This design comes from an exercise in tuning for small area, a short achievable clock period and few clock cycles per item on the open sky130 flow, not from production work. In this exercise RTL edits were held to simulation tests only and were not proved equivalent to the original. Power and IR drop assume default switching activity.

==> flow/design.v <==
module deserializer (
    input  wire       clk,
    input  wire       reset_n,
    input  wire       ser_in,
    input  wire       data_ready,
    input  wire       ld,
    input  wire [7:0] ld_data,
    output reg  [7:0] data_out,
    output wire       last_bit,
    output reg        valid
);
    reg [2:0] bit_cnt;
    assign last_bit = data_ready & (&bit_cnt);
    always @(posedge clk or negedge reset_n) begin
        if (!reset_n) begin
            bit_cnt <= 3'd0;
            valid   <= 1'b0;
        end else begin
            valid <= last_bit;
            if (data_ready)
                bit_cnt <= bit_cnt + 3'd1;
        end
    end
    always @(posedge clk) begin
        if (ld)
            data_out <= ld_data;
        else if (data_ready)
            data_out <= {data_out[6:0], ser_in};
    end
endmodule
module controller (
    input  wire        clk,
    input  wire        reset_n,
    input  wire [1:0]  mode,
    input  wire [7:0]  sr,
    input  wire        sr_valid,
    input  wire        sr_last,
    output wire        sr_ld,
    output wire [7:0]  sr_ld_data,
    output wire [18:0] w_addr,
    output reg         w_we,
    output wire [7:0]  w_wdata,
    input  wire [7:0]  w_rdata,
    output wire [9:0]  n_addr,
    output reg         n_we,
    output wire [7:0]  n_wdata,
    input  wire [7:0]  n_rdata,
    output wire [9:0]  b_addr,
    output wire        b_we,
    output wire [7:0]  b_wdata,
    input  wire [7:0]  b_rdata,
    output wire [9:0]  p1_addr,
    output reg         p1_we,
    output wire [7:0]  p1_wdata,
    input  wire [7:0]  p1_rdata,
    output wire [9:0]  p2_addr,
    output wire        p2_we,
    output wire [7:0]  p2_wdata,
    input  wire [7:0]  p2_rdata,
    output reg  [3:0]  result_data,
    output reg         result_valid,
    output reg  [7:0]  result_score
);
    localparam [8:0] X_0   = 9'd1,   X_1   = 9'd2,   X_298 = 9'd314,
                     X_299 = 9'd116, X_303 = 9'd329, X_311 = 9'd491;
    localparam [9:0] Y_0   = 10'd1,   Y_1   = 10'd2,   Y_783 = 10'd997,
                     Y_785 = 10'd916, Y_786 = 10'd809, Y_933 = 10'd583,
                     Y_934 = 10'd142;
    reg [1:0]  mq;
    reg [8:0]  X;
    reg [9:0]  Y;
    reg        L2, L3;
    reg        run, busy;
    reg        IL, OL;      
    reg        f1, f2, f3;
    reg        lp1, lp2, lp3, lp4, lp5;
    reg [7:0]  wq, xq;
    reg [15:0] ps, pc, acc;
    reg        cy;
    wire [15:0] ms, mc;
    mul8_cs u_mul (.a(wq), .b(xq), .s(ms), .c(mc));
    wire [8:0] Xn = {X[7:0], X[8] ^ X[4]};
    wire [9:0] Yn = {Y[8:0], Y[9] ^ Y[6]};
    wire L1  = ~L2 & ~L3;
    wire ldw = (mq == 2'b01);
    wire ldb = (mq == 2'b10);
    wire inf = (mq == 2'b11);
    wire stepW = sr_valid & ldw;
    wire stepB = sr_valid & ldb;
    wire stepR = sr_valid & inf & ~busy;
    wire step  = stepW | stepB | run;
    wire il_next  = L2 ? (X == X_299) : L1 ? (Y == Y_783) : (Y == Y_934);
    wire ol_next  = L2 ? (Y == Y_933) : L1 ? (X == X_298) : (X == X_311);
    wire in_slot  = L2 ? (X == X_0) : L1 ? (Y == Y_0) : (Y == Y_785);
    wire il       = stepB | IL;
    wire drain_done = busy & ~run & lp5;
    wire newlayer = (step & il & OL & ~run) | drain_done;
    assign w_addr   = {X, Y};
    assign n_addr   = Y;
    assign p1_addr  = {1'b0, X};
    assign w_wdata  = sr;
    assign n_wdata  = sr;
    assign p1_wdata = sr;
    assign b_addr   = 10'd0;
    assign b_we     = 1'b0;
    assign b_wdata  = 8'd0;
    assign p2_addr  = 10'd0;
    assign p2_we    = 1'b0;
    assign p2_wdata = 8'd0;
    always @(posedge clk or negedge reset_n) begin
        if (!reset_n) begin
            mq   <= 2'b00;
            X    <= X_0;
            Y    <= Y_1;
            L2   <= 1'b0;
            L3   <= 1'b0;
            run  <= 1'b0;
            busy <= 1'b0;
            IL   <= 1'b0;
            OL   <= 1'b0;
        end else begin
            mq <= mode;
            if (newlayer) begin
                if (L1) begin
                    L2 <= 1'b1; X <= ldw ? X_1 : X_0; Y <= Y_785;
                end else if (L2) begin
                    L2 <= 1'b0; L3 <= 1'b1; X <= X_303; Y <= ldw ? Y_786 : Y_785;
                end else begin
                    L3 <= 1'b0; X <= X_0; Y <= ldw ? Y_0 : Y_1; busy <= 1'b0;
                end
                run <= busy & ~L3;
                IL  <= 1'b0;
                OL  <= 1'b0;
            end else if (step) begin
                if (!il) begin
                    if (L2) X <= Xn;
                    else    Y <= Yn;
                    IL <= il_next;
                end else begin
                    IL <= 1'b0;
                    OL <= ol_next;
                    if (L2) begin
                        X <= ldw ? X_1 : X_0;
                        Y <= Yn;
                    end else begin
                        Y <= L1 ? (ldw ? Y_1 : Y_0) : (ldw ? Y_786 : Y_785);
                        X <= Xn;
                    end
                    if (OL) run <= 1'b0;
                end
            end else if (stepR) begin
                if (IL) begin
                    Y <= Y_0; run <= 1'b1; busy <= 1'b1; IL <= 1'b0;
                end else begin
                    Y <= Yn; IL <= il_next;
                end
            end
        end
    end
    always @(posedge clk or negedge reset_n) begin
        if (!reset_n) begin
            lp1 <= 1'b0; lp2 <= 1'b0; lp3 <= 1'b0; lp4 <= 1'b0; lp5 <= 1'b0;
            result_valid <= 1'b0;
            w_we  <= 1'b0;
            n_we  <= 1'b0;
            p1_we <= 1'b0;
        end else begin
            lp1 <= run & IL;
            lp2 <= lp1; lp3 <= lp2; lp4 <= lp3; lp5 <= lp4;
            result_valid <= drain_done & L3;
            w_we  <= sr_last & (ldw | ldb);
            n_we  <= (sr_last & inf & ~busy) | (lp4 & L2);
            p1_we <= lp4 & L1;
        end
    end
    wire [15:0] a0  = acc & {16{~f3}};
    wire        cy0 = cy & ~f3;
    wire [15:0] s3  = a0 ^ ps ^ pc;
    wire [15:0] c3  = {(a0[14:0] & ps[14:0]) | (a0[14:0] & pc[14:0]) | (ps[14:0] & pc[14:0]), 1'b0};
    wire [8:0]  lo  = {1'b0, s3[7:0]} + {1'b0, c3[7:0]};
    wire [8:0]  hi  = {s3[15:8], 1'b1} + {c3[15:8], cy0};
    always @(posedge clk) begin
        f1 <= run & in_slot;
        f2 <= f1;
        f3 <= f2;
        wq <= w_rdata;
        xq <= f1 ? 8'd1 : L2 ? p1_rdata : n_rdata;
        ps <= ms;
        pc <= mc;
        acc <= {hi[8:1], lo[7:0]};
        cy  <= lo[8];
    end
    wire signed [7:0] h = acc[15:8] + {7'd0, cy};
    reg  [7:0] sig;
    always @(*) begin
        if (h < -8'sd24)
            sig = 8'd0;
        else if (h < -8'sd12)
            sig = h + 8'd34;
        else if (h < 8'sd12)
            sig = 8'd128 + {h[7], h[7:1]};
        else if (h < 8'sd24)
            sig = h + 8'd233;
        else
            sig = 8'd255;
    end
    assign sr_ld      = lp4;
    assign sr_ld_data = sig;
    wire [3:0] key = {X[6], X[5], X[3], X[0]};
    reg  [3:0] idx;
    always @(*) begin
        case (key)
            4'b0001: idx = 4'hF;    
            4'b0101: idx = 4'd1;
            4'b1011: idx = 4'd2;
            4'b0010: idx = 4'd3;
            4'b0111: idx = 4'd4;
            4'b1110: idx = 4'd5;
            4'b1101: idx = 4'd6;
            4'b1111: idx = 4'd7;
            4'b1001: idx = 4'd8;
            4'b0110: idx = 4'd9;
            default: idx = 4'd0;
        endcase
    end
    wire first_out = (key == 4'b0001);
    always @(posedge clk) begin
        if (lp5 & L3 & (first_out | (sr > result_score))) begin
            result_score <= sr;
            result_data  <= idx;
        end
    end
endmodule
module mul8_cs (
    input  wire [7:0]  a,
    input  wire [7:0]  b,
    output wire [15:0] s,
    output wire [15:0] c
);
    wire [63:0] pp;
    wire t1, t2, t3, t4, t5, t6, t7, t8, t9, t10, t11, t12, t13, t14, t15, t16, t17, t18, t19, t20, t21, t22, t23, t24, t25, t26, t27, t28, t29, t30, t31, t32, t33, t34, t35, t36, t37, t38, t39, t40, t41, t42, t43, t44, t45, t46, t47, t48, t49, t50, t51, t52, t53, t54, t55, t56, t57, t58, t59, t60, t61, t62, t63, t64, t65, t66, t67, t68, t69, t70, t71, t72, t73, t74, t75, t76, t77, t78, t79, t80, t81, t82, t83, t84;
    assign pp[0] = a[0] & b[0];
    assign pp[1] = a[1] & b[0];
    assign pp[2] = a[2] & b[0];
    assign pp[3] = a[3] & b[0];
    assign pp[4] = a[4] & b[0];
    assign pp[5] = a[5] & b[0];
    assign pp[6] = a[6] & b[0];
    assign pp[7] = a[7] & b[0];
    assign pp[8] = a[0] & b[1];
    assign pp[9] = a[1] & b[1];
    assign pp[10] = a[2] & b[1];
    assign pp[11] = a[3] & b[1];
    assign pp[12] = a[4] & b[1];
    assign pp[13] = a[5] & b[1];
    assign pp[14] = a[6] & b[1];
    assign pp[15] = a[7] & b[1];
    assign pp[16] = a[0] & b[2];
    assign pp[17] = a[1] & b[2];
    assign pp[18] = a[2] & b[2];
    assign pp[19] = a[3] & b[2];
    assign pp[20] = a[4] & b[2];
    assign pp[21] = a[5] & b[2];
    assign pp[22] = a[6] & b[2];
    assign pp[23] = a[7] & b[2];
    assign pp[24] = a[0] & b[3];
    assign pp[25] = a[1] & b[3];
    assign pp[26] = a[2] & b[3];
    assign pp[27] = a[3] & b[3];
    assign pp[28] = a[4] & b[3];
    assign pp[29] = a[5] & b[3];
    assign pp[30] = a[6] & b[3];
    assign pp[31] = a[7] & b[3];
    assign pp[32] = a[0] & b[4];
    assign pp[33] = a[1] & b[4];
    assign pp[34] = a[2] & b[4];
    assign pp[35] = a[3] & b[4];
    assign pp[36] = a[4] & b[4];
    assign pp[37] = a[5] & b[4];
    assign pp[38] = a[6] & b[4];
    assign pp[39] = a[7] & b[4];
    assign pp[40] = a[0] & b[5];
    assign pp[41] = a[1] & b[5];
    assign pp[42] = a[2] & b[5];
    assign pp[43] = a[3] & b[5];
    assign pp[44] = a[4] & b[5];
    assign pp[45] = a[5] & b[5];
    assign pp[46] = a[6] & b[5];
    assign pp[47] = a[7] & b[5];
    assign pp[48] = a[0] & b[6];
    assign pp[49] = a[1] & b[6];
    assign pp[50] = a[2] & b[6];
    assign pp[51] = a[3] & b[6];
    assign pp[52] = a[4] & b[6];
    assign pp[53] = a[5] & b[6];
    assign pp[54] = a[6] & b[6];
    assign pp[55] = a[7] & b[6];
    assign pp[56] = a[0] & b[7];
    assign pp[57] = a[1] & b[7];
    assign pp[58] = a[2] & b[7];
    assign pp[59] = a[3] & b[7];
    assign pp[60] = a[4] & b[7];
    assign pp[61] = a[5] & b[7];
    assign pp[62] = a[6] & b[7];
    assign pp[63] = a[7] & b[7];
    assign t1 = pp[6] ^ pp[13];
    assign t2 = pp[6] & pp[13];
    assign t3 = pp[7] ^ pp[14] ^ pp[21];
    assign t4 = (pp[7] & pp[14]) | (pp[21] & (pp[7] ^ pp[14]));
    assign t5 = pp[28] ^ pp[35];
    assign t6 = pp[28] & pp[35];
    assign t7 = pp[15] ^ pp[22] ^ pp[29];
    assign t8 = (pp[15] & pp[22]) | (pp[29] & (pp[15] ^ pp[22]));
    assign t9 = pp[36] ^ pp[43];
    assign t10 = pp[36] & pp[43];
    assign t11 = pp[23] ^ pp[30] ^ pp[37];
    assign t12 = (pp[23] & pp[30]) | (pp[37] & (pp[23] ^ pp[30]));
    assign t13 = pp[4] ^ pp[11];
    assign t14 = pp[4] & pp[11];
    assign t15 = pp[5] ^ pp[12] ^ pp[19];
    assign t16 = (pp[5] & pp[12]) | (pp[19] & (pp[5] ^ pp[12]));
    assign t17 = pp[26] ^ pp[33];
    assign t18 = pp[26] & pp[33];
    assign t19 = t1 ^ pp[20] ^ pp[27];
    assign t20 = (t1 & pp[20]) | (pp[27] & (t1 ^ pp[20]));
    assign t21 = pp[34] ^ pp[41] ^ pp[48];
    assign t22 = (pp[34] & pp[41]) | (pp[48] & (pp[34] ^ pp[41]));
    assign t23 = t3 ^ t5 ^ pp[42];
    assign t24 = (t3 & t5) | (pp[42] & (t3 ^ t5));
    assign t25 = pp[49] ^ pp[56] ^ t2;
    assign t26 = (pp[49] & pp[56]) | (t2 & (pp[49] ^ pp[56]));
    assign t27 = t7 ^ t9 ^ pp[50];
    assign t28 = (t7 & t9) | (pp[50] & (t7 ^ t9));
    assign t29 = pp[57] ^ t4 ^ t6;
    assign t30 = (pp[57] & t4) | (t6 & (pp[57] ^ t4));
    assign t31 = t11 ^ pp[44] ^ pp[51];
    assign t32 = (t11 & pp[44]) | (pp[51] & (t11 ^ pp[44]));
    assign t33 = pp[58] ^ t8 ^ t10;
    assign t34 = (pp[58] & t8) | (t10 & (pp[58] ^ t8));
    assign t35 = pp[31] ^ pp[38] ^ pp[45];
    assign t36 = (pp[31] & pp[38]) | (pp[45] & (pp[31] ^ pp[38]));
    assign t37 = pp[52] ^ pp[59] ^ t12;
    assign t38 = (pp[52] & pp[59]) | (t12 & (pp[52] ^ pp[59]));
    assign t39 = pp[39] ^ pp[46] ^ pp[53];
    assign t40 = (pp[39] & pp[46]) | (pp[53] & (pp[39] ^ pp[46]));
    assign t41 = pp[3] ^ pp[10];
    assign t42 = pp[3] & pp[10];
    assign t43 = t13 ^ pp[18] ^ pp[25];
    assign t44 = (t13 & pp[18]) | (pp[25] & (t13 ^ pp[18]));
    assign t45 = t15 ^ t17 ^ pp[40];
    assign t46 = (t15 & t17) | (pp[40] & (t15 ^ t17));
    assign t47 = t19 ^ t21 ^ t16;
    assign t48 = (t19 & t21) | (t16 & (t19 ^ t21));
    assign t49 = t23 ^ t25 ^ t20;
    assign t50 = (t23 & t25) | (t20 & (t23 ^ t25));
    assign t51 = t27 ^ t29 ^ t24;
    assign t52 = (t27 & t29) | (t24 & (t27 ^ t29));
    assign t53 = t31 ^ t33 ^ t28;
    assign t54 = (t31 & t33) | (t28 & (t31 ^ t33));
    assign t55 = t35 ^ t37 ^ t32;
    assign t56 = (t35 & t37) | (t32 & (t35 ^ t37));
    assign t57 = t39 ^ pp[60] ^ t36;
    assign t58 = (t39 & pp[60]) | (t36 & (t39 ^ pp[60]));
    assign t59 = pp[47] ^ pp[54] ^ pp[61];
    assign t60 = (pp[47] & pp[54]) | (pp[61] & (pp[47] ^ pp[54]));
    assign t61 = pp[2] ^ pp[9];
    assign t62 = pp[2] & pp[9];
    assign t63 = t41 ^ pp[17] ^ pp[24];
    assign t64 = (t41 & pp[17]) | (pp[24] & (t41 ^ pp[17]));
    assign t65 = t43 ^ pp[32] ^ t42;
    assign t66 = (t43 & pp[32]) | (t42 & (t43 ^ pp[32]));
    assign t67 = t45 ^ t14 ^ t44;
    assign t68 = (t45 & t14) | (t44 & (t45 ^ t14));
    assign t69 = t47 ^ t18 ^ t46;
    assign t70 = (t47 & t18) | (t46 & (t47 ^ t18));
    assign t71 = t49 ^ t22 ^ t48;
    assign t72 = (t49 & t22) | (t48 & (t49 ^ t22));
    assign t73 = t51 ^ t26 ^ t50;
    assign t74 = (t51 & t26) | (t50 & (t51 ^ t26));
    assign t75 = t53 ^ t30 ^ t52;
    assign t76 = (t53 & t30) | (t52 & (t53 ^ t30));
    assign t77 = t55 ^ t34 ^ t54;
    assign t78 = (t55 & t34) | (t54 & (t55 ^ t34));
    assign t79 = t57 ^ t38 ^ t56;
    assign t80 = (t57 & t38) | (t56 & (t57 ^ t38));
    assign t81 = t59 ^ t40 ^ t58;
    assign t82 = (t59 & t40) | (t58 & (t59 ^ t40));
    assign t83 = pp[55] ^ pp[62] ^ t60;
    assign t84 = (pp[55] & pp[62]) | (t60 & (pp[55] ^ pp[62]));
    assign s = {1'b0, pp[63], t83, t81, t79, t77, t75, t73, t71, t69, t67, t65, t63, t61, pp[1], pp[0]};
    assign c = {1'b0, t84, t82, t80, t78, t76, t74, t72, t70, t68, t66, t64, t62, pp[16], pp[8], 1'b0};
endmodule
module mlp_top (
    input  wire        clk,
    input  wire        reset_n,
    input  wire        ser_data,
    input  wire        data_ready,
    input  wire [1:0]  mode,
    output wire [18:0] w_addr,
    output wire        w_we,
    output wire [7:0]  w_wdata,
    input  wire [7:0]  w_rdata,
    output wire [9:0]  n_addr,
    output wire        n_we,
    output wire [7:0]  n_wdata,
    input  wire [7:0]  n_rdata,
    output wire [9:0]  b_addr,
    output wire        b_we,
    output wire [7:0]  b_wdata,
    input  wire [7:0]  b_rdata,
    output wire [9:0]  p1_addr,
    output wire        p1_we,
    output wire [7:0]  p1_wdata,
    input  wire [7:0]  p1_rdata,
    output wire [9:0]  p2_addr,
    output wire        p2_we,
    output wire [7:0]  p2_wdata,
    input  wire [7:0]  p2_rdata,
    output wire [3:0]  result_data,
    output wire        result_valid,
    output wire [7:0]  result_score
);
    wire [7:0] sr;
    wire       sr_valid;
    wire       sr_last;
    wire       sr_ld;
    wire [7:0] sr_ld_data;
    deserializer u_des (
        .clk(clk),
        .reset_n(reset_n),
        .ser_in(ser_data),
        .data_ready(data_ready),
        .ld(sr_ld),
        .ld_data(sr_ld_data),
        .data_out(sr),
        .last_bit(sr_last),
        .valid(sr_valid)
    );
    controller mlp (
        .clk(clk),
        .reset_n(reset_n),
        .mode(mode),
        .sr(sr),
        .sr_valid(sr_valid),
        .sr_last(sr_last),
        .sr_ld(sr_ld),
        .sr_ld_data(sr_ld_data),
        .w_addr(w_addr), .w_we(w_we), .w_wdata(w_wdata), .w_rdata(w_rdata),
        .n_addr(n_addr), .n_we(n_we), .n_wdata(n_wdata), .n_rdata(n_rdata),
        .b_addr(b_addr), .b_we(b_we), .b_wdata(b_wdata), .b_rdata(b_rdata),
        .p1_addr(p1_addr), .p1_we(p1_we), .p1_wdata(p1_wdata), .p1_rdata(p1_rdata),
        .p2_addr(p2_addr), .p2_we(p2_we), .p2_wdata(p2_wdata), .p2_rdata(p2_rdata),
        .result_data(result_data),
        .result_valid(result_valid),
        .result_score(result_score)
    );
endmodule
==> flow/flow/run.sh <==
#!/bin/bash
# The standard layout (standard.sh) with two changes:
# - buffer_ports puts buf_1 on every input and output port, in place of the
#   cell it would pick by itself; timing repair still resizes it where
#   timing needs;
# - clock tree synthesis builds the tree from a clkbuf_16 root and clkbuf_8
#   buffers, without dummy loads.
# The make run's full output goes to standard.log; ORFS keeps each step's
# own log under orfs/logs/.
set -euo pipefail
export BUFFER_PORTS_ARGS="-buffer_cell sky130_fd_sc_hd__buf_1"
export CTS_ARGS="-sink_clustering_enable -repair_clock_nets -dont_use_dummy_load -root_buf sky130_fd_sc_hd__clkbuf_16 -buf_list sky130_fd_sc_hd__clkbuf_8"
bash standard.sh > standard.log 2>&1
==> flow/standard.sh <==
#!/bin/bash
# synth_recipe.tcl (not shown) runs the flow's synth.tcl, then flattens the netlist and writes it again
# the make line also repeats each setting of config.mk as NAME=value (left out here)
make -C /OpenROAD-flow-scripts/flow DESIGN_CONFIG=/design/flow/config.mk WORK_HOME=/design/flow/orfs CLKGATE_MAP_FILE= SYNTH_SCRIPT=/design/flow/synth_recipe.tcl "${@:-finish}"
==> flow/config.mk <==
export PLATFORM = sky130hd
export DESIGN_NAME = mlp_top
export DESIGN_NICKNAME = mlp_top
export VERILOG_FILES = /design/flow/design.v
export SDC_FILE = /design/flow/constraint.sdc
export NUM_CORES = 4
export LEC_CHECK = 0
export CAP_MARGIN = 20
export CORE_MARGIN = 2
export CORE_UTILIZATION = 40
export SETUP_SLACK_MARGIN = 4.55
export SLEW_MARGIN = 20
==> flow/constraint.sdc <==
create_clock -name core_clock -period 7.0 [get_ports {clk}]
set_input_delay 1.4000 -clock core_clock [delete_from_list [all_inputs] [get_ports {clk}]]
set_output_delay 1.4000 -clock core_clock [all_outputs]
set_load 0.01 [all_outputs]
==> results.yml, run 1 <==
critical_path:
  r2r_cells: 7
  r2r-end: "mlp.ps[9]$_DFF_P_"
  crit_arrival_ns: 2.97
  worstSetupPathType: "reg -> reg"
  required_ns: 7.29
  r2r_setup_slack_ns: 4.32
  path_max_fanout: 6
  end_kind: "register"
  r2r_start: "mlp.wq[5]$_DFF_P_"
  cp-start-kind: "register"
synth:
  synth_top_family_by_area: "adder cells"
  async_flop_share: 0.320
  synth_compound_area_frac: 0.109
  postSynthCellCount: 872
  synth_cell_types: 69
  syn_area_sq_mm: 0.00822
  synthSimpleGateAreaFrac: 0.165
  ys.flop_type: "dfxtp_1"
  synth_area_per_cell_sq_um: 9.42
  seq_area_frac_synth: 0.354
  synth_adder_area_share: 0.196
  muxShareOfSynthArea: 0.0189
  yosysWarnings: 2
  synthXorXnorAreaFrac: 0.0245
  synth_edf_count: 20
  synth-seq-cells: 125
clock_network:
  clockBufferDepth: 2
  cts.clk_slew.worst_paths_ns: 0.06
  cts_root_buf: "clkbuf_16"
  cts_sinks: 125
  holdBufCountCts: 0
  cts_tree: "done"
  cts_htree_levels: 4
  cts_made_buffers: 17
  clk_latency_ns: 0.38
place:
  io_buffers: 107
  routabilityCongestion: 0.817
  place_ws_ns: 4.19
  dp_cells: 1191
  postPlaceCellArea_sq_mm: 0.00848
  hpwl_um: 11400
global_route:
  grt_max_degree: 41
  grt_use_total: 0.149
  grt_antenna_before_repair: 0
  grt.overflow.total: 0
  grt_pass1_wl_um: 26500
  grt_pass1_vias: 5523
floorplan:
  rows: 52
  core-area_sq_mm: 0.0202
  io_pins: 163
  die_area_sq_mm: 0.0217
  die_y_um: 147
  start_util: 0.407
  die_x_um: 147
hold_path:
  hold_depth: 0
  holdPathEnd: "mlp.f3$_DFF_P_"
  hp-start: "mlp.f2$_DFF_P_"
  hp-class: "reg -> reg"
timing:
  skew_ns: 0.0386
  timing.final.crit_share: 0.383
  setup_tns_ns: 0
  hold_viol: 0
  relSlewSlack: 0.389
  worstMarginPinSlew_ns: 0.917
  rsz0062_at_grt: "yes"
  whs_ns: 0.324
  final.setup.worst_slack_ns: 4.32
  min_period_ns: 2.68
  setup_viol: 0
  fmax_ghz: 0.373
  finalMaxSlewViolations: 0
route:
  wl_met1_um: 7710
  met3_length_um: 629
  drc: 0
  dr.pass1.iters: 4
  num_vias: 5834
  routed_wl_um: 15900
  detail_route.iter0.violations: 273
  avgRoutedWirePerCell_um: 12.7
  top_layer_used: "met4"
  vias_per_cell: 4.66
  wl_met2_um: 7360
  final_antenna_net_count: 0
final_layout:
  antenna_cells: 0
  instances_no_fill: 1252
  final_area_sq_mm: 0.00933
  synthToLayoutAreaGrowth_pct: 13.6
  finalNetCount: 1128
  utilization: 0.463
  drive_above_1_share: 0.157
power_and_ir_drop:
  ir_drop_uv: 225
  leakagePower_nw: 4.10
  finalPower_mw: 3.13
  power_density_mw_per_mm2: 336
flow_run:
  cap_viol_max_count: 0
outcome:
  status: "no timing/DRC/antenna violations"
## cell usage after synthesis, types with 5 or more instances
library cell | count | area share
inv_1 | 114 | 0.052
nand2_1 | 79 | 0.036
buf_4 | 75 | 0.069
dfxtp_1 | 65 | 0.16
and2_1 | 51 | 0.039
fa_1 | 51 | 0.12
ha_1 | 47 | 0.072
dfrtp_1 | 38 | 0.12
nor2_1 | 35 | 0.016
a21oi_1 | 31 | 0.019
o21ai_0 | 31 | 0.019
edfxtp_1 | 20 | 0.073
nor2b_1 | 19 | 0.014
nand2b_1 | 17 | 0.013
xnor2_1 | 16 | 0.017
nand3_1 | 12 | 0.0073
clkbuf_1 | 11 | 0.0050
mux2i_1 | 11 | 0.013
nand4_1 | 11 | 0.0084
buf_2 | 8 | 0.0049
nor3_1 | 8 | 0.0049
a31oi_1 | 7 | 0.0053
nor4_1 | 7 | 0.0053
o22ai_1 | 7 | 0.0053
xor2_1 | 7 | 0.0075
o21a_1 | 6 | 0.0055
o21ai_1 | 5 | 0.0030
o22a_1 | 5 | 0.0053
o31ai_1 | 5 | 0.0046
## area by class of cell
class / instances / area (sq um)
Sequential cell: 125 / 2970
Inverter: 116 / 435
Fill cell: 1969 / 10800
Clock buffer: 17 / 245
Multi-Input combinational cell: 572 / 4570
Timing Repair Buffer: 152 / 772
Tap cell: 270 / 338
## worst max-delay path, cell delays in order, from the launching register on
cell and delay (ns):
dfxtp_4 0.38, buf_6 0.11, nand2_4 0.04, fa_2 0.56
inv_2 0.04, fa_2 0.52, fa_1 0.43, fa_2 0.52
## layout by cell type (no fill, tap or decap), types with 15 or more instances in the layout
| cell type | instances |
|---|---|
| inv_1 | 107 |
| buf_1 | 102 |
| nand2_1 | 72 |
| dfxtp_1 | 51 |
| and2_1 | 50 |
| buf_4 | 43 |
| ha_1 | 42 |
| fa_1 | 41 |
| conb_1 | 39 |
| nor2_1 | 34 |
| o21ai_0 | 27 |
| a21oi_1 | 27 |
| dfrtp_1 | 22 |
| edfxtp_1 | 20 |
| nor2b_1 | 19 |
| clkbuf_8 | 16 |
| dfrtp_2 | 16 |
| xnor2_1 | 15 |
| nand2b_1 | 15 |
## power by group
group          internal (mW)  total [mW]  switching (mW)
clock                  0.228       0.466           0.239
combinational          0.757        1.58           0.828
sequential             0.907        1.08           0.174
## timing repair
| action | in CTS | in global routing |
|---|---|---|
| endpoints found under the setup margin | 88 | 86 |
| buffers inserted | 28 | 16 |
| gates resized for setup | 49 | 40 |
| pin swaps | 24 | 19 |
## cell families after synthesis
group | after synthesis
AND/OR/NAND/NOR | 260
buffers and inverters | 213
AO/OA/AOI/OAI | 137
flip-flops | 125
adder cells (fa/ha/maj) | 98
XOR/XNOR | 23
multiplexers | 15
other | 1
## metal layers
| layer | global-route usage | vias to the layer above |
|---|---|---|
| li1 | - | 2964 |
| met1 | 0.209 | 2727 |
| met2 | 0.236 | 133 |
| met3 | 0.0307 | 10 |
| met4 | 0.0423 | 0 |
| met5 | 0 | - |
## flip-flops by register name, summed over array words and instances, names as in the netlist, 2 cells and up
register	count
mlp.result_score	8
u_des.bit_cnt	3
mlp.result_data	4
u_des.data_out	8
mlp.wq	8
mlp.Y	10
mlp.X	9
mlp.acc	16
mlp.mq	2
mlp.ps	15
mlp.pc	14
mlp.xq	8
## worst max-delay path by stage
stage / from / to / depth (start not counted)
after global routing: mlp.xq[0]$_SDFF_PP1_ / mlp.ps[7]$_DFF_P_ / 8
after global placement: mlp.acc[9]$_DFF_P_ / mlp.acc[13]$_DFF_P_ / 10
after CTS: mlp.xq[0]$_SDFF_PP1_ / mlp.ps[7]$_DFF_P_ / 8
final: mlp.wq[5]$_DFF_P_ / mlp.ps[9]$_DFF_P_ / 7
after detailed placement: mlp.acc[9]$_DFF_P_ / mlp.acc[13]$_DFF_P_ / 10
after floorplan: mlp.xq[3]$_SDFF_PP0_ / mlp.ps[8]$_DFF_P_ / 8
Testbench counts, summed over its fixed seeds: cycles 2,307,584, images 8.
==> run 2, diff against run 1 <==
--- a/flow/config.mk
+++ b/flow/config.mk
@@ -7,6 +7,6 @@
 export LEC_CHECK = 0
 export CAP_MARGIN = 20
 export CORE_MARGIN = 2
-export CORE_UTILIZATION = 40
-export SETUP_SLACK_MARGIN = 4.55
+export CORE_UTILIZATION = 50
+export SETUP_SLACK_MARGIN = 4.4
 export SLEW_MARGIN = 20
==> results.yml, run 2 <==
timing:
  worstMarginPinSlew_ns: 0.873
  relSlewSlack: 0.418
  min_period_ns: 2.68
  timing.final.crit_share: 0.383
  rsz0062_at_grt: "yes"
  fmax_ghz: 0.373
  finalMaxSlewViolations: 0
  setup_tns_ns: 0
  hold_viol: 0
  setup_viol: 0
  skew_ns: 0.0289
route:
  drc: 0
  vias_per_cell: 4.86
  dr.pass1.iters: 4
  num_vias: 5685
  final_antenna_net_count: 0
  detail_route.iter0.violations: 332
  avgRoutedWirePerCell_um: 13.3
  routed_wl_um: 15600
final_layout:
  final_common_cell: "inv_1"
  final_cell_mix: "112 x inv_1, 106 x buf_1, 74 x nand2_1, 53 x dfxtp_1, 51 x and2_1"
  synthToLayoutAreaGrowth_pct: 8.27
  instances_no_fill: 1170
  regMostFlops: "mlp.acc"
  utilization: 0.556
  reg_top3: "mlp.acc: 16 flops, mlp.ps: 15 flops, mlp.pc: 14 flops"
  largest_reg_flops: 16
  drive_above_1_share: 0.0943
  antenna_cells: 0
  finalNetCount: 1100
clock_network:
  clk_latency_ns: 0.36
  cts_made_buffers: 17
  cts.clk_slew.worst_paths_ns: 0.05
  clockBufferDepth: 2
  cts_sinks: 125
  cts_root_buf: "clkbuf_16"
  holdBufCountCts: 0
  cts_htree_levels: 4
  cts_tree: "done"
outcome:
  status: "no timing/DRC/antenna violations"
power_and_ir_drop:
  leakagePower_nw: 3.95
  power_density_mw_per_mm2: 342
  ir_drop_uv: 220
global_route:
  grt_util_met2: 0.268
  grt_pass1_vias: 5275
  grt.overflow.total: 0
  grtUsageMet3: 0.0415
  grt_use_total: 0.183
  grt_antenna_before_repair: 0
  met1_usage: 0.273
  top_usage_layer: "met1"
  grt_pass1_wl_um: 26300
  grt_max_degree: 41
synth:
  synth_cell_types: 69
  postSynthCellCount: 872
  ys.flop_type: "dfxtp_1"
  yosysTopAreaCell: "dfxtp_1"
  synth_edf_count: 20
  synth.top_cell.area_share: 0.158
  yosys-top-cells-count: "114 x inv_1, 79 x nand2_1, 75 x buf_4"
  synth_area_per_cell_sq_um: 9.42
  async_flop_share: 0.320
  synth_area_leaders: "dfxtp_1 16%, fa_1 12%, dfrtp_1 12%, edfxtp_1 7.3%, ha_1 7.2%"
  seq_area_frac_synth: 0.354
  yosysWarnings: 2
  yosysMostFrequentCell: "inv_1"
  synth-seq-cells: 125
  syn_area_sq_mm: 0.00822
place:
  routabilityCongestion: 0.812
  io_buffers: 107
  dp_cells: 1137
  hpwl_um: 11400
floorplan:
  die_x_um: 132
  die_area_sq_mm: 0.0175
  start_util: 0.514
  rows: 46
  die_y_um: 132
  core-area_sq_mm: 0.0160
  io_pins: 163
critical_path:
  crit_arrival_ns: 2.92
  path_max_fanout: 8
  cpPeakStageDelay_ns: 0.55
  worstSetupPathType: "reg -> reg"
  cp-start-kind: "register"
  path_cells: "nand2_1, fa_1, inv_1, fa_1, fa_1, inv_1, fa_2, inv_1"
  end_kind: "register"
  required_ns: 7.24
  critPathSlowestCell: "fa_2"
hold_path:
  hp-class: "reg -> reg"
flow_run:
  cap_viol_max_count: 0
-- run 2: path summary, 6_finish.rpt --
path                                         to  cells after the start                  from  slack [ns]
max reg2reg                   mlp.ps[8]$_DFF_P_                      8  mlp.xq[3]$_SDFF_PP0_        4.32
min                              mlp.f3$_DFF_P_                      0        mlp.f2$_DFF_P_        0.32
max                           mlp.ps[8]$_DFF_P_                      8  mlp.xq[3]$_SDFF_PP0_        4.32
max in group asynchronous  mlp.X[6]$_DFFE_PN0P_                      1               reset_n        5.25
min reg2reg                      mlp.f3$_DFF_P_                      0        mlp.f2$_DFF_P_        0.32
min in group asynchronous  mlp.X[2]$_DFFE_PN0P_                      1               reset_n        1.15
-- run 2: routing by layer --
layer  vias up  share of wire
li1       2913              -
met3        14          0.038
met4         0         0.0095
met1      2633           0.51
met2       125           0.44
met5         -              0
-- run 2: final cells by class --
class                   count  area (sq um)
clock buffers              17           245
fillers                  1479          7100
inverters                 116           435
multi-input cells         572          4470
flip-flops and latches    125          2950
well taps                 216           270
repair buffers            124           531
-- run 2: cell families (layout without fill, tap and decap cells) --
group | Yosys count | after routing | synth area share
AO/OA/AOI/OAI | 137 | 137 | 0.109
adder cells (fa/ha/maj) | 98 | 98 | 0.196
flip-flops | 125 | 125 | 0.354
AND/OR/NAND/NOR | 260 | 260 | 0.165
buffers and inverters | 213 | 257 | 0.133
other | 1 | 39 | 0.000456
multiplexers | 15 | 15 | 0.0189
XOR/XNOR | 23 | 23 | 0.0245
-- run 2: report_power, final --
| group | switching, mW | total, mW | internal, mW |
|---|---|---|---|
| sequential | 0.180 | 1.08 | 0.900 |
| combinational | 0.813 | 1.51 | 0.695 |
| clock | 0.228 | 0.456 | 0.228 |
| total | 1.22 | 3.04 | 1.82 |
-- run 2: worst max-delay path: cells and delay by family (launching register included) --
| family | cells | cell delay [ns] |
|---|---|---|
| adders and majority gates | 4 | 1.98 |
| buffers and inverters | 3 | 0.15 |
| DFF | 1 | 0.39 |
| and+or+nand+nor | 1 | 0.08 |
-- run 2: timing repair --
action / 4_1_cts / 5_1_grt
resized for setup: 17 / 27
setup endpoints to repair: 40 / 38
pin swaps: 3 / 19
buffers inserted: 7 / 9
-- run 2: per-stage QoR --
stage / worst slack [ns] / total power [mW] / cell area [sq um] / hold slack [ns]
2_1_floorplan: 4.39 / 2.26 / 8380 / 0.310
3_3_place_gp: 4.12 / 2.48 / 8410 / 0.311
3_5_place_dp: 4.08 / 2.51 / 8410 / 0.314
4_1_cts: 4.32 / 2.99 / 8740 / 0.325
5_1_grt: 4.23 / 3.37 / 8900 / 0.326
6_report: 4.32 / 3.04 / 8900 / 0.323
==> run 3, diff against run 2 <==
--- a/flow/design.v
+++ b/flow/design.v
@@ -175,8 +175,9 @@
     end
     wire [15:0] a0  = acc & {16{~f3}};
     wire        cy0 = cy & ~f3;
-    wire [15:0] s3  = a0 ^ ps ^ pc;
-    wire [15:0] c3  = {(a0[14:0] & ps[14:0]) | (a0[14:0] & pc[14:0]) | (ps[14:0] & pc[14:0]), 1'b0};
+    wire [15:0] psn = ~ps, pcn = ~pc;
+    wire [15:0] s3  = a0 ^ psn ^ pcn;
+    wire [15:0] c3  = {(a0[14:0] & psn[14:0]) | (a0[14:0] & pcn[14:0]) | (psn[14:0] & pcn[14:0]), 1'b0};
     wire [8:0]  lo  = {1'b0, s3[7:0]} + {1'b0, c3[7:0]};
     wire [8:0]  hi  = {s3[15:8], 1'b1} + {c3[15:8], cy0};
     always @(posedge clk) begin
@@ -185,8 +186,8 @@
         f3 <= f2;
         wq <= w_rdata;
         xq <= f1 ? 8'd1 : L2 ? p1_rdata : n_rdata;
-        ps <= ms;
-        pc <= mc;
+        ps <= ~ms;
+        pc <= ~mc;
         acc <= {hi[8:1], lo[7:0]};
         cy  <= lo[8];
     end
--- a/flow/config.mk
+++ b/flow/config.mk
@@ -7,6 +7,6 @@
 export LEC_CHECK = 0
 export CAP_MARGIN = 20
 export CORE_MARGIN = 2
-export CORE_UTILIZATION = 50
-export SETUP_SLACK_MARGIN = 4.4
+export CORE_UTILIZATION = 40
+export SETUP_SLACK_MARGIN = 4.3
 export SLEW_MARGIN = 20
==> results.yml, run 3 <==
outcome:
  status: "no timing/DRC/antenna violations"
floorplan:
  io_pins: 163
  die_y_um: 147
  core-area_sq_mm: 0.0202
  start_util: 0.406
  die_area_sq_mm: 0.0217
  rows: 52
  die_x_um: 147
final_layout:
  drive_above_1_share: 0.0727
  antenna_cells: 0
  final_cell_mix: "106 x buf_1, 91 x inv_1, 74 x nand2_1, 51 x dfxtp_1, 49 x fa_1"
  finalNetCount: 1081
  reg_top3: "mlp.acc: 16 flops, mlp.ps: 15 flops, mlp.pc: 14 flops"
  synthToLayoutAreaGrowth_pct: 7.45
  regMostFlops: "mlp.acc"
  largest_reg_flops: 16
  final_common_cell: "buf_1"
  fillerInstances: 2003
  utilization: 0.437
synth:
  postSynthCellCount: 868
  yosysMostFrequentCell: "inv_1"
  yosys-top-cells-count: "94 x inv_1, 75 x buf_4, 74 x nand2_1"
  synthXorXnorAreaFrac: 0.0266
  synthSimpleGateAreaFrac: 0.172
  seq_area_frac_synth: 0.353
  muxShareOfSynthArea: 0.0151
  async_flop_share: 0.320
  ys.flop_type: "dfxtp_1"
  synth_cell_types: 70
  synth-seq-cells: 125
  synth_compound_area_frac: 0.111
  yosysTopAreaCell: "dfxtp_1"
  yosysWarnings: 2
  synth_adder_area_share: 0.196
  syn_area_sq_mm: 0.00822
  synth_area_leaders: "dfxtp_1 16%, fa_1 12%, dfrtp_1 12%, edfxtp_1 7.3%, ha_1 7.2%"
  synth_area_per_cell_sq_um: 9.47
  synth_edf_count: 20
  synth_top_family_by_area: "adder cells"
  synth.top_cell.area_share: 0.158
timing:
  min_period_ns: 2.70
  whs_ns: 0.329
  skew_ns: 0.0274
  relSlewSlack: 0.390
  hold_viol: 0
  rsz0062_at_grt: "yes"
  timing.final.crit_share: 0.386
  setup_tns_ns: 0
  finalMaxSlewViolations: 0
  setup_viol: 0
  fmax_ghz: 0.370
  worstMarginPinSlew_ns: 0.914
route:
  num_vias: 5741
  avgRoutedWirePerCell_um: 12.9
  final_antenna_net_count: 0
  dr.pass1.iters: 5
  vias_per_cell: 4.76
  routed_wl_um: 15600
  drc: 0
  detail_route.iter0.violations: 362
global_route:
  grt.overflow.total: 0
  grt_antenna_before_repair: 0
  grt_max_degree: 41
  grt_pass1_wl_um: 26600
  grt_pass1_vias: 5507
  grt_use_total: 0.149
place:
  routabilityCongestion: 0.810
  io_buffers: 107
  hpwl_um: 11500
clock_network:
  clockBufferDepth: 2
  cts_tree: "done"
  cts_root_buf: "clkbuf_16"
  cts_sinks: 125
  clk_latency_ns: 0.37
  cts.clk_slew.worst_paths_ns: 0.07
  holdBufCountCts: 0
  cts_made_buffers: 17
  cts_htree_levels: 4
critical_path:
  path_max_fanout: 4
  r2r_setup_slack_ns: 4.30
  worstSetupPathType: "reg -> reg"
  cp_common_cell: "fa_1"
  crit_arrival_ns: 2.93
  r2r_start: "mlp.xq[2]$_SDFF_PP0_"
  crit_buf_inv: 3
  cpPeakStageDelay_ns: 0.53
  r2r_cells: 8
  path_cells: "and2_4, fa_1, inv_1, fa_1, inv_2, fa_1, inv_1, fa_1"
  required_ns: 7.23
  critical-path-top-delay-family: "adder cells"
  critPathSlowestCell: "fa_1"
  cp-start-kind: "register"
  r2r-end: "mlp.ps[7]$_DFF_P_"
  end_kind: "register"
hold_path:
  hold_depth: 0
  hp-class: "reg -> reg"
  hp-start: "mlp.f2$_DFF_P_"
  holdPathEnd: "mlp.f3$_DFF_P_"
power_and_ir_drop:
  leakagePower_nw: 3.81
  power_density_mw_per_mm2: 482
  ir_drop_uv: 248
flow_run:
  cap_viol_max_count: 0
run 3: cell types whose count changed after synthesis, moves of 5 or more:
cell	before	now
nand3_1	12	19
o21ai_1	5	0
inv_1	114	94
and2_1	51	44
nor4_1	7	2
a21oi_1	31	43
nor2_1	35	45
clkbuf_1	11	21
buf_2	8	3
nand2_1	79	74
run 3: how the worst max path moves through the flow:
stage	start	to	slack, ns	depth (start not counted)
2_1_floorplan	mlp.wq[7]$_DFF_P_	mlp.ps[7]$_DFF_P_	4.33	8
3_3_place_gp	mlp.cy$_DFF_P_	u_des.data_out[5]$_DFFE_PP_	3.83	9
5_1_grt	mlp.xq[2]$_SDFF_PP0_	mlp.ps[7]$_DFF_P_	4.23	8
4_1_cts	mlp.cy$_DFF_P_	u_des.data_out[5]$_DFFE_PP_	4.25	9
6_report	mlp.xq[2]$_SDFF_PP0_	mlp.ps[7]$_DFF_P_	4.30	8
3_5_place_dp	mlp.cy$_DFF_P_	u_des.data_out[5]$_DFFE_PP_	3.80	9
run 3: cell type report:
cell class                      count  area, sq um  area share
Inverter                           95          357      0.0404
Multi-Input combinational cell    584         4510       0.510
Timing Repair Buffer              114          455      0.0515
Tap cell                          270          338      0.0382
Sequential cell                   125         2940       0.332
Clock buffer                       17          245      0.0278
run 3: through the flow:
stage               cell area (sq um)  power (mW)  instances  worst slack, ns
detailed placement               8450        3.77       1183             3.80
CTS                              8780        4.26       1204             4.25
global route                     8840        4.75       1205             4.23
floorplan                        8370        3.35        906             4.33
finish                           8840        4.26       1205             4.30
global placement                 8450        3.72       1183             3.83
run 3: repair_timing:
| item | CTS | global route |
|---|---|---|
| resized for setup | 22 | 15 |
| pin swaps | 8 | 3 |
| buffers inserted | 4 | 1 |
| hold endpoints to repair | 0 | 0 |
| endpoints found under the setup margin | 23 | 17 |
run 3: logic make-up after synthesis:
kind of cell / count (synthesis)
DFF: 125
and+or+nand+nor: 271
buffers and inverters: 197
adders and majority gates: 98
muxes: 12
AOI/OAI and AO/OA: 139
xor gates and xnor gates: 25
other: 1
run 3: metal layers:
| layer | up-vias | wire [um] | GRT usage |
|---|---|---|---|
| met5 | - | 0 | 0 |
| met4 | 0 | 255 | 0.0490 |
| met3 | 21 | 523 | 0.0253 |
| met2 | 125 | 6860 | 0.228 |
| met1 | 2691 | 7920 | 0.215 |
| li1 | 2904 | - | - |
run 3: power by group:
part | internal (mW) | leakage, nW | switching, mW
sequential | 1.05 | 1.24 | 0.339
combinational | 1.07 | 2.45 | 1.33
clock | 0.228 | 0.127 | 0.239
total | 2.35 | 3.81 | 1.91
Testbench counts of run 3, summed over its fixed seeds: cycles 2,307,584, images 8.
==> run 4, diff against run 3 <==
--- a/flow/config.mk
+++ b/flow/config.mk
@@ -8,5 +8,6 @@
 export CAP_MARGIN = 20
 export CORE_MARGIN = 2
 export CORE_UTILIZATION = 40
+export GPL_TIMING_DRIVEN = 1
 export SETUP_SLACK_MARGIN = 4.3
 export SLEW_MARGIN = 20
==> results.yml, run 4 <==
critical_path:
  crit_arrival_ns: 2.93
  r2r_setup_slack_ns: 4.30
  cp-start-kind: "register"
  r2r_cells: 8
  critPathSlowestCell: "fa_1"
  r2r-end: "mlp.ps[7]$_DFF_P_"
  required_ns: 7.23
  cp_common_cell: "fa_1"
  cpPeakStageDelay_ns: 0.53
  worstSetupPathType: "reg -> reg"
  end_kind: "register"
  path_cells: "and2_4, fa_1, inv_1, fa_1, inv_2, fa_1, inv_1, fa_1"
  r2r_start: "mlp.xq[2]$_SDFF_PP0_"
  path_max_fanout: 4
timing:
  skew_ns: 0.0274
  worstMarginPinSlew_ns: 0.914
  timing.final.crit_share: 0.386
  hold_viol: 0
  setup_viol: 0
  whs_ns: 0.329
  min_period_ns: 2.70
  rsz0062_at_grt: "yes"
  setup_tns_ns: 0
  final.setup.worst_slack_ns: 4.30
  fmax_ghz: 0.370
  finalMaxSlewViolations: 0
  relSlewSlack: 0.390
route:
  drc: 0
  routed_wl_um: 15600
  detail_route.iter0.violations: 362
  avgRoutedWirePerCell_um: 12.9
  num_vias: 5741
  dr.pass1.iters: 5
  final_antenna_net_count: 0
  vias_per_cell: 4.76
synth:
  synth-seq-cells: 125
  yosys-top-cells-count: "94 x inv_1, 75 x buf_4, 74 x nand2_1"
  ys.flop_type: "dfxtp_1"
  postSynthCellCount: 868
  syn_area_sq_mm: 0.00822
  synth_cell_types: 70
  synth.top_cell.area_share: 0.158
  seq_area_frac_synth: 0.353
  async_flop_share: 0.320
  synth_area_leaders: "dfxtp_1 16%, fa_1 12%, dfrtp_1 12%, edfxtp_1 7.3%, ha_1 7.2%"
  yosysWarnings: 2
  yosysTopAreaCell: "dfxtp_1"
  yosysMostFrequentCell: "inv_1"
  synth_edf_count: 20
  synth_area_per_cell_sq_um: 9.47
final_layout:
  synthToLayoutAreaGrowth_pct: 7.45
  antenna_cells: 0
  largest_reg_flops: 16
  finalNetCount: 1081
  regMostFlops: "mlp.acc"
  final_common_cell: "buf_1"
  instances_no_fill: 1205
  reg_top3: "mlp.acc: 16 flops, mlp.ps: 15 flops, mlp.pc: 14 flops"
  final_cell_mix: "106 x buf_1, 91 x inv_1, 74 x nand2_1, 51 x dfxtp_1, 49 x fa_1"
  drive_above_1_share: 0.0727
floorplan:
  io_pins: 163
  core-area_sq_mm: 0.0202
  rows: 52
  die_x_um: 147
  start_util: 0.406
  die_area_sq_mm: 0.0217
  die_y_um: 147
global_route:
  grt_use_total: 0.149
  grt_antenna_before_repair: 0
  grt_max_degree: 41
  grt.overflow.total: 0
  grt_pass1_wl_um: 26600
  grt_pass1_vias: 5507
power_and_ir_drop:
  leakagePower_nw: 3.81
  power_density_mw_per_mm2: 482
  finalPower_mw: 4.26
  pwr-share-seq: 0.327
  p_clk_frac: 0.110
  power.switching_mw: 1.91
  p_comb_frac: 0.563
  internal-power_mw: 2.35
  switching_share: 0.449
  ir_drop_uv: 248
place:
  io_buffers: 107
  place_ws_ns: 3.80
  hpwl_um: 11500
  dp_cells: 1183
  routabilityCongestion: 0.810
clock_network:
  holdBufCountCts: 0
  clockBufferDepth: 2
  cts.clk_slew.worst_paths_ns: 0.07
  clk_latency_ns: 0.37
  cts_made_buffers: 17
  cts_root_buf: "clkbuf_16"
  cts_sinks: 125
  cts_htree_levels: 4
  cts_tree: "done"
flow_run:
  cap_viol_max_count: 0
hold_path:
  hold_depth: 0
  holdPathEnd: "mlp.f3$_DFF_P_"
  hp-class: "reg -> reg"
  hp-start: "mlp.f2$_DFF_P_"
outcome:
  status: "no timing/DRC/antenna violations"
==> run 4: cell counts after synthesis <==
No cell type changed its count.
==> run 4: routing by layer <==
| layer | global-route usage | wire [um] |
|---|---|---|
| met1 | 0.215 | 7920 |
| met5 | 0 | 0 |
| met4 | 0.0490 | 255 |
| met2 | 0.228 | 6860 |
| met3 | 0.0253 | 523 |
==> run 4: how the worst max path moves through the flow <==
stage | start | end | slack [ns] | depth (start not counted)
2_1_floorplan | mlp.wq[7]$_DFF_P_ | mlp.ps[7]$_DFF_P_ | 4.33 | 8
3_3_place_gp | mlp.cy$_DFF_P_ | u_des.data_out[5]$_DFFE_PP_ | 3.83 | 9
3_5_place_dp | mlp.cy$_DFF_P_ | u_des.data_out[5]$_DFFE_PP_ | 3.80 | 9
4_1_cts | mlp.cy$_DFF_P_ | u_des.data_out[5]$_DFFE_PP_ | 4.25 | 9
5_1_grt | mlp.xq[2]$_SDFF_PP0_ | mlp.ps[7]$_DFF_P_ | 4.23 | 8
6_report | mlp.xq[2]$_SDFF_PP0_ | mlp.ps[7]$_DFF_P_ | 4.30 | 8
==> run 4: through the flow <==
stage          area (sq um)   util
6_report               8840  0.437
2_1_floorplan          8370      -
4_1_cts                8780  0.434
5_1_grt                8840  0.437
3_3_place_gp           8450  0.418
3_5_place_dp           8450  0.418
==> run 4: kinds of logic after synthesis <==
| logic type | Yosys count | synth area share |
|---|---|---|
| DFF | 125 | 0.353 |
| xor gates and xnor gates | 25 | 0.0266 |
| adders and majority gates | 98 | 0.196 |
| other | 1 | 0.000456 |
| buffers and inverters | 197 | 0.126 |
| and+or+nand+nor | 271 | 0.172 |
| muxes | 12 | 0.0151 |
| AOI/OAI and AO/OA | 139 | 0.111 |
==> run 4: critical path: cells and delay by family, from the launching register on <==
kind | cells | cell delay, ns
buffers and inverters | 3 | 0.14
AND/OR/NAND/NOR | 1 | 0.15
flip-flops | 1 | 0.35
adder cells (fa/ha/maj) | 4 | 1.94
==> run 4: power groups by stage <==
stage / clock network, mW / registers (mW) / logic [mW]
floorplan: 0 / 1.28 / 2.07
global placement: 0 / 1.39 / 2.33
detailed placement: 0 / 1.40 / 2.37
CTS: 0.485 / 1.39 / 2.39
global route: 0.511 / 1.45 / 2.79
finish: 0.467 / 1.39 / 2.40
==> run 4: layout make-up <==
| cell class | instances | area (sq um) |
|---|---|---|
| inverter | 95 | 357 |
| timing repair buffer | 114 | 455 |
| multi-input combinational | 584 | 4510 |
| clock buffer | 17 | 245 |
| fill | 2003 | 11400 |
| tap | 270 | 338 |
| sequential | 125 | 2940 |
==> run 4: what timing repair did <==
action                                  4_1_cts  5_1_grt
hold endpoints to repair                      0        0
pin swaps                                     8        3
setup buffers                                 4        1
gates resized for setup                      22       15
endpoints found under the setup margin       23       17
==> run 5, diff against run 4 <==
--- a/flow/config.mk
+++ b/flow/config.mk
@@ -8,6 +8,6 @@
 export CAP_MARGIN = 20
 export CORE_MARGIN = 2
 export CORE_UTILIZATION = 40
-export GPL_TIMING_DRIVEN = 1
+export PLACE_DENSITY = 0.75
 export SETUP_SLACK_MARGIN = 4.3
 export SLEW_MARGIN = 20
==> results.yml, run 5 <==
final_layout:
  largest_reg_flops: 16
  synthToLayoutAreaGrowth_pct: 7.84
  seq_area_sq_mm: 0.00294
  finalNetCount: 1081
  regMostFlops: "mlp.acc"
  drive_above_1_share: 0.0759
  antenna_cells: 0
  fillerInstances: 1932
  final_common_cell: "buf_1"
  utilization: 0.438
  final_area_sq_mm: 0.00887
  multi_input_area_sq_mm: 0.00454
  reg_top3: "mlp.acc: 16 flops, mlp.ps: 15 flops, mlp.pc: 14 flops"
  final_cell_mix: "106 x buf_1, 90 x inv_1, 74 x nand2_1, 54 x dfxtp_1, 46 x fa_1"
place:
  hpwl_um: 12000
  postPlaceCellArea_sq_mm: 0.00845
  io_buffers: 107
  routabilityCongestion: 0.842
flow_run:
  cap_viol_max_count: 0
critical_path:
  path_max_fanout: 3
  end_kind: "register"
  cp-start-kind: "register"
  crit_arrival_ns: 2.96
  required_ns: 7.23
  worstSetupPathType: "reg -> reg"
synth:
  synth_edf_count: 20
  postSynthCellCount: 868
  yosysMostFrequentCell: "inv_1"
  synth_area_leaders: "dfxtp_1 16%, fa_1 12%, dfrtp_1 12%, edfxtp_1 7.3%, ha_1 7.2%"
  ys.flop_type: "dfxtp_1"
  synth.top_cell.area_share: 0.158
  async_flop_share: 0.320
  yosysWarnings: 2
  yosys-top-cells-count: "94 x inv_1, 75 x buf_4, 74 x nand2_1"
  synth-seq-cells: 125
  yosysTopAreaCell: "dfxtp_1"
  seq_area_frac_synth: 0.353
  syn_area_sq_mm: 0.00822
  synth_cell_types: 70
  synth_area_per_cell_sq_um: 9.47
route:
  final_antenna_net_count: 0
  avgRoutedWirePerCell_um: 13.0
  detail_route.iter0.violations: 373
  drc: 0
  vias_per_cell: 4.85
  routed_wl_um: 15700
  num_vias: 5849
  dr.pass1.iters: 5
global_route:
  grt_antenna_before_repair: 0
  grt_pass1_vias: 5622
  grt_max_degree: 41
  grt_use_total: 0.151
  grt.overflow.total: 0
  grt_pass1_wl_um: 26700
clock_network:
  cts_root_buf: "clkbuf_16"
  cts.clk_slew.worst_paths_ns: 0.06
  cts_htree_levels: 4
  cts_tree: "done"
  cts_made_buffers: 17
  clockBufferDepth: 2
  holdBufCountCts: 0
  clk_latency_ns: 0.38
  cts_sinks: 125
power_and_ir_drop:
  power_density_mw_per_mm2: 487
  leakagePower_nw: 3.82
  ir_drop_uv: 248
timing:
  setup_viol: 0
  setup_tns_ns: 0
  worstMarginPinSlew_ns: 0.901
  timing.final.crit_share: 0.391
  relSlewSlack: 0.399
  fmax_ghz: 0.366
  rsz0062_at_grt: "yes"
  skew_ns: 0.0347
  min_period_ns: 2.74
  hold_viol: 0
  finalMaxSlewViolations: 0
outcome:
  status: "no timing/DRC/antenna violations"
floorplan:
  io_pins: 163
  die_y_um: 147
  start_util: 0.406
  die_x_um: 147
  die_area_sq_mm: 0.0217
  rows: 52
  core-area_sq_mm: 0.0202
hold_path:
  hp-class: "reg -> reg"
## run 5: cell counts after synthesis
Identical to the previous run, type by type.
## run 5: power breakdown
part | switching [mW] | internal, mW | total, mW | leakage [nW]
Combinational | 1.37 | 1.09 | 2.46 | 2.45
Clock | 0.235 | 0.227 | 0.462 | 0.127
Sequential | 0.343 | 1.05 | 1.40 | 1.24
## run 5: layout make-up
cell class,instances,area share
multi-input combinational,584,0.512
sequential,125,0.331
timing repair buffer,114,0.0514
inverter,95,0.0402
tap,270,0.0381
clock buffer,17,0.0277
## run 5: worst paths after layout
path | endpoint | cells after the start | from | slack [ns]
worst max-delay path | mlp.ps[7]$_DFF_P_ | 8 | mlp.wq[6]$_DFF_P_ | 4.26
worst max register to register | mlp.ps[7]$_DFF_P_ | 8 | mlp.wq[6]$_DFF_P_ | 4.26
max in group asynchronous | mlp.Y[8]$_DFFE_PN0P_ | 1 | reset_n | 5.27
worst min-delay path | mlp.f3$_DFF_P_ | 0 | mlp.f2$_DFF_P_ | 0.33
min in group asynchronous | mlp.X[4]$_DFFE_PN0P_ | 1 | reset_n | 1.16
worst min register to register | mlp.f3$_DFF_P_ | 0 | mlp.f2$_DFF_P_ | 0.33
## run 5: logic make-up (layout without fill, tap and decap cells)
logic type	Yosys count	count (layout)	share of synthesized area
adders and majority gates	98	98	0.196
DFF	125	125	0.353
xor gates and xnor gates	25	25	0.0266
muxes	12	12	0.0151
AOI/OAI and AO/OA	139	139	0.111
buffers and inverters	197	226	0.126
and+or+nand+nor	271	271	0.172
other	1	39	0.000456
## run 5: per-layer routing
| metal | part of all wire | GRT usage | wire length (um) | vias up |
|---|---|---|---|---|
| met3 | 0.037 | 0.0290 | 581 | 22 |
| met5 | 0 | 0 | 0 | - |
| met4 | 0.019 | 0.0577 | 292 | 0 |
| li1 | - | - | - | 2895 |
| met2 | 0.48 | 0.241 | 7590 | 148 |
| met1 | 0.46 | 0.205 | 7230 | 2784 |
## run 5: critical path, stage by stage, from the launching register on
cell and delay [ns]:
dfxtp_4 0.34, and2_4 0.16, fa_1 0.56, inv_2 0.04, fa_1 0.53, inv_2 0.04
fa_1 0.49, inv_1 0.05, fa_1 0.41
## run 5: metrics by stage
| stage | setup WS (ns) | hold slack, ns | cells | total power, mW |
|---|---|---|---|---|
| after floorplan | 4.33 | 0.310 | 906 | 3.35 |
| after global placement | 3.85 | 0.312 | 1183 | 3.67 |
| after detailed placement | 3.75 | 0.315 | 1183 | 3.80 |
| after CTS | 4.23 | 0.335 | 1202 | 4.30 |
| after global routing | 4.17 | 0.349 | 1205 | 4.79 |
| final | 4.26 | 0.325 | 1205 | 4.32 |
## run 5: what timing repair did
item | in CTS | in global routing
endpoints found under the setup margin | 30 | 22
resized for setup | 15 | 30
buffers inserted | 2 | 3
pin swaps | 4 | 13
==> run 6, diff against run 5 <==
--- a/flow/config.mk
+++ b/flow/config.mk
@@ -8,6 +8,6 @@
 export CAP_MARGIN = 20
 export CORE_MARGIN = 2
 export CORE_UTILIZATION = 40
-export PLACE_DENSITY = 0.75
 export SETUP_SLACK_MARGIN = 4.3
 export SLEW_MARGIN = 20
+export TNS_END_PERCENT = 10
==> results.yml, run 6 <==
power_and_ir_drop:
  ir_drop_uv: 250
  switching_share: 0.448
  p_clk_frac: 0.110
  pwr-share-seq: 0.328
  power_density_mw_per_mm2: 481
  leakagePower_nw: 3.80
  power.switching_mw: 1.90
  finalPower_mw: 4.24
  internal-power_mw: 2.34
  p_comb_frac: 0.562
global_route:
  grt_use_total: 0.148
  grt_util_met2: 0.227
  grtUsageMet3: 0.0253
  grt_pass1_wl_um: 26600
  grt_pass1_vias: 5483
  top_usage_layer: "met2"
  grt_max_degree: 41
  met1_usage: 0.215
  grt_antenna_before_repair: 0
  grt.overflow.total: 0
clock_network:
  cts.clk_slew.worst_paths_ns: 0.07
  cts_root_buf: "clkbuf_16"
  clk_latency_ns: 0.37
  cts_made_buffers: 17
  clockBufferDepth: 2
  cts_sinks: 125
  cts_htree_levels: 4
  cts_tree: "done"
synth:
  syn_area_sq_mm: 0.00822
  synth-seq-cells: 125
  yosysMostFrequentCell: "inv_1"
  yosysTopAreaCell: "dfxtp_1"
  synth_edf_count: 20
  yosysWarnings: 2
  async_flop_share: 0.320
  synth_area_per_cell_sq_um: 9.47
  synth_area_leaders: "dfxtp_1 16%, fa_1 12%, dfrtp_1 12%, edfxtp_1 7.3%, ha_1 7.2%"
  synth.top_cell.area_share: 0.158
  seq_area_frac_synth: 0.353
  ys.flop_type: "dfxtp_1"
  synth_cell_types: 70
  postSynthCellCount: 868
  yosys-top-cells-count: "94 x inv_1, 75 x buf_4, 74 x nand2_1"
final_layout:
  fillerInstances: 2004
  synthToLayoutAreaGrowth_pct: 7.07
  regMostFlops: "mlp.acc"
  seq_area_sq_mm: 0.00293
  drive_above_1_share: 0.0611
  final_cell_mix: "106 x buf_1, 94 x inv_1, 74 x nand2_1, 53 x dfxtp_1, 50 x fa_1"
  reg_top3: "mlp.acc: 16 flops, mlp.ps: 15 flops, mlp.pc: 14 flops"
  largest_reg_flops: 16
  antenna_cells: 0
  utilization: 0.435
  final_common_cell: "buf_1"
  finalNetCount: 1079
  instances_no_fill: 1203
  multi_input_area_sq_mm: 0.00450
route:
  num_vias: 5722
  routed_wl_um: 15400
  dr.pass1.iters: 5
  vias_per_cell: 4.76
  detail_route.iter0.violations: 312
  final_antenna_net_count: 0
  avgRoutedWirePerCell_um: 12.8
  drc: 0
flow_run:
  cap_viol_max_count: 0
floorplan:
  die_area_sq_mm: 0.0217
  die_y_um: 147
  core-area_sq_mm: 0.0202
  start_util: 0.406
  die_x_um: 147
  io_pins: 163
  rows: 52
place:
  place_ws_ns: 3.80
  routabilityCongestion: 0.810
  io_buffers: 107
  hpwl_um: 11500
  dp_cells: 1183
timing:
  relSlewSlack: 0.388
  hold_viol: 0
  skew_ns: 0.0280
  setup_tns_ns: 0
  rsz0062_at_grt: "yes"
  fmax_ghz: 0.366
  final.setup.worst_slack_ns: 4.27
  min_period_ns: 2.73
  timing.final.crit_share: 0.390
  finalMaxSlewViolations: 0
  worstMarginPinSlew_ns: 0.918
  setup_viol: 0
critical_path:
  end_kind: "register"
  crit_arrival_ns: 2.96
  cp-start-kind: "register"
  required_ns: 7.23
  path_max_fanout: 4
  worstSetupPathType: "reg -> reg"
hold_path:
  hp-class: "reg -> reg"
outcome:
  status: "no timing/DRC/antenna violations"
## run 6: layer usage
layer | share of wire | up-vias
met5 | 0 | -
met3 | 0.035 | 22
li1 | - | 2900
met2 | 0.44 | 137
met4 | 0.016 | 0
met1 | 0.51 | 2663
## run 6: path summary, 6_finish.rpt
kind	slack (ns)	startpoint	cells after the start	endpoint
worst max register to register	4.27	mlp.wq[7]$_DFF_P_	8	mlp.ps[7]$_DFF_P_
max in group asynchronous	5.25	reset_n	1	mlp.busy$_DFFE_PN0P_
min in group asynchronous	1.17	reset_n	1	u_des.bit_cnt[0]$_DFFE_PN0P_
worst min register to register	0.33	mlp.f2$_DFF_P_	0	mlp.f3$_DFF_P_
worst min-delay path	0.33	mlp.f2$_DFF_P_	0	mlp.f3$_DFF_P_
worst max-delay path	4.27	mlp.wq[7]$_DFF_P_	8	mlp.ps[7]$_DFF_P_
## run 6: power groups by stage
stage	logic (mW)	registers (mW)	clock network [mW]
finish	2.38	1.39	0.465
global route	2.78	1.45	0.511
CTS	2.39	1.39	0.486
detailed placement	2.37	1.40	0
global placement	2.33	1.39	0
floorplan	2.07	1.28	0
## run 6: metrics by stage
stage                     hold WS [ns]  instance area [sq um]
after floorplan                  0.310                   8370
after global placement           0.312                   8450
after detailed placement         0.312                   8450
after CTS                        0.327                   8730
after global routing             0.340                   8810
final                            0.329                   8810
## run 6: critical path: stages, from the launching register on
cell,delay (ns)
dfxtp_4,0.36
and2_4,0.16
fa_1,0.53
inv_1,0.05
fa_1,0.49
inv_1,0.06
fa_1,0.49
inv_1,0.05
fa_1,0.42
## run 6: repair_timing
item,CTS,global route
hold buffers,0,0
resized for setup,10,15
setup endpoints to repair,23,20
pin swaps,0,6
gates cloned,0,0
setup buffers,1,2
## run 6: final cells by class
cell class	instances	area share
Tap cell	270	0.0384
Clock buffer	17	0.0278
Inverter	95	0.0405
Timing Repair Buffer	112	0.0500
Sequential cell	125	0.333
Multi-Input combinational cell	584	0.511
## run 6: cells by family after synthesis
family / Yosys count / synth area share
AOI/OAI and AO/OA: 139 / 0.111
xor gates and xnor gates: 25 / 0.0266
adders and majority gates: 98 / 0.196
buffers and inverters: 197 / 0.126
DFF: 125 / 0.353
muxes: 12 / 0.0151
other: 1 / 0.000456
and+or+nand+nor: 271 / 0.172

-- static timing again, ports no longer ideal --
How much do the figures lean on ideal ports? The routed layouts below were timed once more, with nothing changed but the port constraints. Step 1 sets driving cells, clkbuf_16 on the clock port and buf_2 on the other inputs (assumed; they add their load-dependent delay and slew). Step 2 moves the port delays by t, midway between the first and last clock arrival at a register: inputs arrive t later, outputs are due t later. That takes back most of the time a late clock gives input paths. Slacks: no drivers / after step 1 / after step 2; pairs: no drivers / after step 1.
| run | t (ns) | setup WS [ns] | worst data-port slew with drivers (ns) |
|---|---|---|---|
| run 1 | 0.402 | 4.320 / 4.320 / 4.320 | 0.04 |
| run 2 | 0.389 | 4.322 / 4.322 / 4.322 | 0.05 |
| run 3 | 0.399 | 4.298 / 4.298 / 4.298 | 0.04 |
| run 4 | 0.399 | 4.298 / 4.298 / 4.298 | 0.04 |
| run 5 | 0.402 | 4.265 / 4.265 / 4.265 | 0.06 |
| run 6 | 0.399 | 4.271 / 4.271 / 4.271 | 0.04 |
After both steps every run listed still meets setup and hold.
